This design comes from an exercise in tuning for small area on the open sky130 flow, not from production work.
In this exercise RTL edits were held to simulation tests only and were not proved equivalent to the original.

==> flow/design.v (excerpt) <==
module fir_filt
#(
	parameter sig_width = 12,
	parameter reg_width = 32,
	parameter coef_width = 24,
	parameter coef_count = 8,
	localparam coef_id_w = $clog2(coef_count),
	parameter max_shift = 32,
	localparam max_shift_w = $clog2(max_shift)
)
(
	input rst,
	input flush,
	input clk,
	input [coef_id_w-1:0] addr,
	input [coef_width-1:0] coef,
	input coef_ready,
	output reg coef_done,
	output [coef_width-1:0] coef_r,
	input result_shift_ready,
	input [max_shift_w-1:0] result_shift_i,
	output reg result_shift_done,
	output reg [max_shift_w-1:0] result_shift,
	input conv_done,
	input [sig_width-1:0] adc_in_a,
	input [sig_width-1:0] adc_in_b,
	output [sig_width-1:0] filt_out_a,
	output [sig_width-1:0] filt_out_b,
	output reg filt_done
);
	integer i;
	reg cc_r;
	always @(posedge clk) cc_r <= conv_done;
	wire take = conv_done & ~cc_r & ~flush & ~rst;	 
	wire clr = rst | flush;
	reg [coef_width-1:0] coeffs [0:coef_count-1];
	wire [coef_width-1:0] wdata = rst ? 0 : coef;
	always @(posedge clk) begin
		for (i = 0; i < coef_count; i = i + 1)
			if (rst | (coef_ready & (addr == i)))
				coeffs[i] <= (i == 0) ? {wdata[coef_width-1:1], wdata[0] | rst} : wdata;
		coef_done <= ~rst & coef_ready;
	end
	reg [coef_count-1:0] addr_oh;
	always @(posedge clk)
		for (i = 0; i < coef_count; i = i + 1)
			addr_oh[i] <= (addr == i);
	reg [coef_width-1:0] coef_rd;
	always @(*) begin
		coef_rd = 0;
		for (i = 0; i < coef_count; i = i + 1)
			coef_rd = coef_rd | ({coef_width{addr_oh[i]}} & coeffs[i]);
	end
	assign coef_r = coef_rd;
	always @(posedge clk) begin
		if (rst | result_shift_ready)
			result_shift <= rst ? 0 : result_shift_i;
		result_shift_done <= ~rst & result_shift_ready;
	end
	reg [2:0] cnt, ha;
	reg [3:0] nv;
	reg live;		 
	wire idle = (cnt == 7);
	reg [2:0] cnt_n, ha_n;
	reg [3:0] nv_n;
	always @(*) begin
		cnt_n = rst ? 3'd7 : (take | ~idle) ? cnt + 3'd1 : cnt;
  ...
clock: 10.0 ns
lec_check: 0
abc_area: 1
cap_margin: 20
core_margin: 2
core_utilization: 55
cts_cluster_diameter: 100
cts_cluster_size: 30
slew_margin: 20
standard.sh (not shown) runs the stock make flow with config.mk's settings and CLKGATE_MAP_FILE= SYNTH_SCRIPT=/design/flow/synth_recipe.tcl, a recipe that flattens the netlist after the stock synthesis.
==> flow/flow/run.sh <==
#!/bin/bash
# The standard synthesis, then polarity.py drops inverters from its netlist
# (full adders and gates with a complemented twin change polarity), then the
# standard layout of that netlist.
set -euo pipefail
R=orfs/results/${FLOW_PLATFORM}/fir_filt/base
LIB=${FLOW_HOME}/platforms/${FLOW_PLATFORM}/lib/sky130_fd_sc_hd__tt_025C_1v80.lib
bash standard.sh synth > synth.log 2>&1
cp $R/1_2_yosys.v $R/1_2_yosys.standard.v
python3 flow/polarity.py $LIB $R/1_2_yosys.standard.v $R/1_2_yosys.v > polarity.log 2>&1
rm -f $R/1_synth.odb $R/1_synth.sdc
bash standard.sh "BUFFER_PORTS_ARGS=-buffer_cell sky130_fd_sc_hd__buf_2" finish > layout.log 2>&1
Other scripts of this flow, unchanged in this note and not shown: flow/flow/polarity.py
==> next run, changes <==
- ABC_AREA: 1 -> default
- CAP_MARGIN: 20 -> 5
- CTS_CLUSTER_DIAMETER: 100 -> default
- CTS_CLUSTER_SIZE: 30 -> default
- SLEW_MARGIN: 20 -> 5
After rerunning:
- The changed run finished clean
- die area climbs by 1.1%
- setup slack is worse by 0.18 ns
- hold slack gets worse by 0.019 ns
- non-clock buffer count goes up by 97
- routed wire length climbs by 7.2%
- via count goes up by 0.88%
- global-route usage increases by 1.2 points
- core utilization increases by 2.6 points
- synthesized area goes up by 1.1%
- fmax decreases by 1.8%
- final area came out higher by 6.0%
==> next run, changes <==
- ABC_AREA: default -> 1
- CAP_MARGIN: 5 -> 20
- SLEW_MARGIN: 5 -> 20
Wire length is lower by 5.6%.
Hold slack gets better by 0.013 ns.
Final area falls by 3.0%.
Core utilization fell by 0.90 points.
Worst setup slack improves by 0.14 ns.
Clock-buffer cell count increases by 3.
Fmax rises by 1.5%.
First-iteration DRC count falls by 15%.
Via count barely changes.
==> next run, changes <==
--- a/flow/flow/run.sh
+++ b/flow/flow/run.sh
@@ -10,3 +10,3 @@
 python3 flow/polarity.py $LIB $R/1_2_yosys.standard.v $R/1_2_yosys.v > polarity.log 2>&1
 rm -f $R/1_synth.odb $R/1_synth.sdc
-bash standard.sh "BUFFER_PORTS_ARGS=-buffer_cell sky130_fd_sc_hd__buf_2" finish > layout.log 2>&1
+bash standard.sh "BUFFER_PORTS_ARGS=-buffer_cell sky130_fd_sc_hd__buf_1" finish > layout.log 2>&1
- CORE_UTILIZATION: 55 -> 62
- CTS_CLUSTER_DIAMETER: default -> 80
- CTS_CLUSTER_SIZE: default -> 20
Result:
- The new run produced a clean layout
- fmax hardly moves
- non-clock buffer count went down by 15
- final area drops by a few percent
- global-route usage rises by 3.9 points
- sequential share of layout area climbs by 0.91 points
- synthesized area stays the same
- synthesized cell count stays the same

* * *

Setup of red:
Another version of the RTL of fir_filt (not shown whole).
Size in the first run: ~3500 cells after synthesis.
export LEC_CHECK = 0
export CAP_MARGIN = 20
export CORE_MARGIN = 2
export CORE_UTILIZATION = 55
export SLEW_MARGIN = 20
create_clock -name core_clock -period 10.0 [get_ports {clk}]
==> flow/flow/run.sh <==
#!/bin/bash
# The standard synthesis, then polarity.py drops inverters from its netlist
# (full adders and gates with a complemented twin change polarity), then the
# standard layout of that netlist.
set -euo pipefail
R=orfs/results/${FLOW_PLATFORM}/fir_filt/base
LIB=${FLOW_HOME}/platforms/${FLOW_PLATFORM}/lib/sky130_fd_sc_hd__tt_025C_1v80.lib
bash standard.sh synth > synth.log 2>&1
cp $R/1_2_yosys.v $R/1_2_yosys.standard.v
python3 flow/polarity.py $LIB $R/1_2_yosys.standard.v $R/1_2_yosys.v > polarity.log 2>&1
rm -f $R/1_synth.odb $R/1_synth.sdc
bash standard.sh "BUFFER_PORTS_ARGS=-buffer_cell sky130_fd_sc_hd__buf_2" finish > layout.log 2>&1
Other scripts of this flow, unchanged in this note and not shown: flow/flow/polarity.py
Inputs modified between red and blue:
diff --git a/flow/flow/run.sh b/flow/flow/run.sh
--- a/flow/flow/run.sh
+++ b/flow/flow/run.sh
@@ -12 +12 @@
-bash standard.sh "BUFFER_PORTS_ARGS=-buffer_cell sky130_fd_sc_hd__buf_2" finish > layout.log 2>&1
+bash standard.sh > layout.log 2>&1
Notes after the runs:
- From red to blue the numbers moved as follows: clock latency on the worst-skew pair saw little to no change, worst hold slack now sits at about the same level, standard cell area after detailed placement went up about 1.2%.
- The proportion of cell area occupied by registers number comes out higher for red vs blue.
- blue against red: measured slew at the worst slew-check pin down 39 ps, post-placement cell count down about 0.4%.

-- afterwards: timing with drivers on the ports --
Ports are ideal in the flow. The routed layouts listed here were re-timed in OpenROAD.
Step 1 assumes that a clkbuf_16 drives the clock port and a buf_2 every other input.
Step 2 times the ports against the registers' clock, not the clock port: input delays grow and output delays shrink by t, the midpoint of the rising clock arrivals with the driver on.
Three values: ideal ports, drivers, drivers and shift; two values: the first two.
| run | t (ns) | slack for setup (ns) | clock arrival spread, ns | worst register clock-pin slew, ns | pins driven straight from the clock port |
|---|---|---|---|---|---|
| the first run of note 1 | 0.666 | 0.393 / 0.328 / 0.994 | 0.031 / 0.032 | 0.11 / 0.11 | 1 |
| the second run of note 1 | 0.680 | 0.216 / 0.150 / 0.831 | 0.037 / 0.037 | 0.07 / 0.07 | 1 |
| the third run of note 1 | 0.673 | 0.357 / 0.291 / 0.964 | 0.024 / 0.024 | 0.07 / 0.07 | 1 |
| the fourth run of note 1 | 0.649 | 0.381 / 0.318 / 0.967 | 0.034 / 0.033 | 0.09 / 0.09 | 1 |
| red | 0.688 | 0.225 / 0.159 / 0.846 | 0.034 / 0.035 | 0.06 / 0.06 | 1 |
| blue | 0.701 | 0.079 / 0.012 / 0.713 | 0.045 / 0.046 | 0.07 / 0.07 | 1 |
After both steps every run listed still meets setup and hold.
